What follows belongs to an exercise in optimizing a design on an open flow for small area; a production flow would make more cautious choices. The RTL was checked by simulation tests, not by an equivalence proof against the original design.

// foc_svpwm
module foc_svpwm (
        input clk,
        input rst,
        input [17:0] theta,
        input theta_valid,
        output [47:0] comp1,
        output [47:0] comp2,
        output comp_valid
    );
Settings: LEC_CHECK=0, CAP_MARGIN=20, CORE_MARGIN=2, CORE_UTILIZATION=75, CTS_BUF_LIST=sky130_fd_sc_hd__clkbuf_8, CTS_CLUSTER_DIAMETER=50, CTS_CLUSTER_SIZE=16, SLEW_MARGIN=20, SYNTH_HIERARCHICAL=1, SYNTH_MINIMUM_KEEP_SIZE=0; clock period 10.0 ns.
run.sh (not shown) runs the stock make flow with config.mk's settings and CLKGATE_MAP_FILE= SYNTH_SCRIPT=/design/flow/synth_recipe.tcl, a recipe that flattens the netlist after the stock synthesis.
The first run finished with timing, DRC and antenna clean.
Change:
- CTS_CLUSTER_DIAMETER: 50 -> 55
- CTS_CLUSTER_SIZE: 16 -> 18
Effect:
- worst setup slack is worse by 0.27 ns
- clock-buffer cell count falls by 3
- synthesized area is unchanged
- register-to-register slack is worse by 0.27 ns
- sequential share of layout area stays flat
- clock skew falls by 0.018 ns
- final cell count hardly moves
- routed wire length rises by 3.8%
- synthesized cell count stays the same


foc_svpwm, a different RTL version from the one above (not shown whole).
For scale: roughly 640 flip-flops, ~36000 um^2 of cells after synthesis.
// foc_svpwm
module foc_svpwm (
        input clk,
        input rst,
        input [17:0] theta,
        input theta_valid,
        output [47:0] comp1,
        output [47:0] comp2,
        output comp_valid
    );
    wire signed [17:0] th = theta;
    wire qa = th > 18'sd51471;
    wire qb = th < -18'sd51471;
    wire [16:0] z0 = qa ? (17'd102943 - theta[16:0]) : qb ? (-theta[16:0] - 17'd102943) : theta[16:0];
    wire n0 = z0[16];
    wire [15:0] z1 = n0 ? z0[15:0] + 16'd25736 : z0[15:0] - 16'd25736;
    wire n1 = z1[15];
    wire [14:0] z2 = n1 ? z1[14:0] + 15'd15193 : z1[14:0] - 15'd15193;
    reg qA; reg [1:0] pA; reg [14:0] z2A;
    always @(posedge clk) begin qA <= qa | qb; pA <= {n0, n1}; z2A <= z2; end
    wire n2 = z2A[14];
    wire [13:0] z3 = n2 ? z2A[13:0] + 14'd8027 : z2A[13:0] - 14'd8027;
    wire n3 = z3[13];
    wire [12:0] z4 = n3 ? z3[12:0] + 13'd4075 : z3[12:0] - 13'd4075;
    wire n4 = z4[12];
    wire [11:0] z5 = n4 ? z4[11:0] + 12'd2045 : z4[11:0] - 12'd2045;
    reg [16:0] x5t, y5t;
    always @(*) begin
        case ({pA, n2, n3, n4})
            5'd1: begin x5t = 17'd487; y5t = 17'd32743; end
            5'd2: begin x5t = 17'd4528; y5t = 17'd32431; end
            5'd3: begin x5t = 17'd8530; y5t = 17'd31615; end
            5'd4: begin x5t = 17'd12144; y5t = 17'd30410; end
            5'd5: begin x5t = 17'd15836; y5t = 17'd28662; end
            5'd6: begin x5t = 17'd19256; y5t = 17'd26485; end
            5'd7: begin x5t = 17'd22404; y5t = 17'd23883; end
            5'd8: begin x5t = 17'd23883; y5t = 17'd22404; end
            5'd9: begin x5t = 17'd26485; y5t = 17'd19256; end
            5'd10: begin x5t = 17'd28662; y5t = 17'd15836; end
  ...
==> flow/config.mk <==
export PLATFORM = sky130hd
export DESIGN_NAME = foc_svpwm
export DESIGN_NICKNAME = foc_svpwm
export VERILOG_FILES = /design/flow/design.v
export SDC_FILE = /design/flow/constraint.sdc
export NUM_CORES = 4
export LEC_CHECK = 0
export CAP_MARGIN = 20
export CORE_MARGIN = 2
export CORE_UTILIZATION = 60
export CTS_BUF_LIST = sky130_fd_sc_hd__clkbuf_2 sky130_fd_sc_hd__clkbuf_4 sky130_fd_sc_hd__clkbuf_8
export SLEW_MARGIN = 20
==> flow/constraint.sdc <==
create_clock -name core_clock -period 10.0 [get_ports {clk}]
set_input_delay 2.0000 -clock core_clock [delete_from_list [all_inputs] [get_ports {clk}]]
set_output_delay 2.0000 -clock core_clock [all_outputs]
set_load 0.01 [all_outputs]
Next try:
--- a/flow/config.mk
+++ b/flow/config.mk
@@ -9,4 +9,3 @@
 export CORE_MARGIN = 2
-export CORE_UTILIZATION = 60
-export CTS_BUF_LIST = sky130_fd_sc_hd__clkbuf_2 sky130_fd_sc_hd__clkbuf_4 sky130_fd_sc_hd__clkbuf_8
+export CORE_UTILIZATION = 40
 export SLEW_MARGIN = 20
Routed wire length went down by 4.1%; cell area went up by 1.8%; via count went down by 1.4%.


Another version of the RTL of foc_svpwm (not shown whole).
For scale: ~3,000 cells after synthesis, ~120 I/O pins, roughly 33,000 µm² of cells after synthesis.
// foc_svpwm
module foc_svpwm (
        input clk,
        input rst,
        input [17:0] theta,
        input theta_valid,
        output [47:0] comp1,
        output [47:0] comp2,
        output comp_valid
    );
Settings: LEC_CHECK=0, CAP_MARGIN=20, CORE_MARGIN=2, CORE_UTILIZATION=75, CTS_BUF_LIST=sky130_fd_sc_hd__clkbuf_4 sky130_fd_sc_hd__clkbuf_8, CTS_CLUSTER_DIAMETER=50, CTS_CLUSTER_SIZE=16, SLEW_MARGIN=20; clock period 10.0 ns.
Edit:
CTS_BUF_LIST = sky130_fd_sc_hd__clkbuf_8   (was sky130_fd_sc_hd__clkbuf_4 sky130_fd_sc_hd__clkbuf_8)
CTS_CLUSTER_DIAMETER = not set   (was 50)
CTS_CLUSTER_SIZE = 20   (was 16)
=> Via count is higher by 2.7%. Critical path depth is lower by 1. Global-route usage is higher by 2.2 points. Clock-buffer cell count is higher by 35. Clock skew is higher by 3.1 ps. Worst setup slack loses 91 ps.


RTL: one of the versions met above, not the one the previous note started from.
Size in the first run: about 30,000 um^2 of cells after synthesis.
## foc_svpwm
module foc_svpwm (
        input clk,
        input rst,
        input [17:0] theta,
        input theta_valid,
        output [47:0] comp1,
        output [47:0] comp2,
        output comp_valid
    );
export LEC_CHECK = 0
export CAP_MARGIN = 20
export CORE_MARGIN = 2
export CORE_UTILIZATION = 75
export CTS_BUF_LIST = sky130_fd_sc_hd__clkbuf_2 sky130_fd_sc_hd__clkbuf_4 sky130_fd_sc_hd__clkbuf_8
export CTS_CLUSTER_DIAMETER = 40
export CTS_CLUSTER_SIZE = 12
export SLEW_MARGIN = 20
export SYNTH_HIERARCHICAL = 1
export SYNTH_MINIMUM_KEEP_SIZE = 0
create_clock -name core_clock -period 10.0 [get_ports {clk}]
The first run passed the timing, DRC and antenna checks.
==> next run, changes <==
ABC_AREA = 1   (was default)
CTS_BUF_LIST = sky130_fd_sc_hd__clkbuf_4 sky130_fd_sc_hd__clkbuf_8   (was sky130_fd_sc_hd__clkbuf_2 sky130_fd_sc_hd__clkbuf_4 sky130_fd_sc_hd__clkbuf_8)
CTS_CLUSTER_DIAMETER = 50   (was 40)
CTS_CLUSTER_SIZE = 16   (was 12)
The changed run finished with timing, DRC and antenna clean.
Hold slack loses 31 ps.
Routed wire length falls slightly.
Utilization came out lower by 1.7 points.
Cell count goes up by a few percent.
Worst setup slack improved by 300 ps.
Fmax is higher by a few percent.

==> static timing again, ports no longer ideal <==
The results above use ideal ports. As a check the final layouts listed here were re-extracted and re-timed, cells and wires unchanged.
Step 1 (the two cells are an assumption about what drives the block):
set clk [get_ports {clk}]
set_driving_cell -lib_cell sky130_fd_sc_hd__clkbuf_16 $clk
set_driving_cell -lib_cell sky130_fd_sc_hd__buf_2 [delete_from_list [all_inputs] $clk]
Step 2 moves the port delays by t, midway between the first and last clock arrival at a register: inputs arrive t later, outputs are due t later. That takes back most of the time a late clock gives input paths.
Three values: ideal, step 1, step 2; two values: the first two.
run	t, ns	setup WS [ns]	slew at the worst register clock pin (ns)	worst slew at a driven data input, ns
the first run of note 1	0.678	0.583 / 0.583 / 0.583	0.10 / 0.10	0.04
the second run of note 1	0.674	0.309 / 0.309 / 0.309	0.11 / 0.11	0.04
the first run of note 2	0.731	1.472 / 1.472 / 1.185	0.07 / 0.07	0.04
the second run of note 2	0.667	1.147 / 1.147 / 1.147	0.06 / 0.06	0.03
the first run of note 3	0.712	1.145 / 1.145 / 1.145	0.10 / 0.10	0.04
the second run of note 3	0.717	1.054 / 1.054 / 1.054	0.07 / 0.07	0.04
the first run of note 4	0.702	0.193 / 0.193 / 0.193	0.08 / 0.08	0.04
the second run of note 4	0.677	0.497 / 0.497 / 0.497	0.10 / 0.10	0.05
After both steps every run listed still meets setup and hold. For the first run of note 2, which loses most, drivers alone change the setup slack by 0.000 ns; drivers and shift together by -0.287 ns.
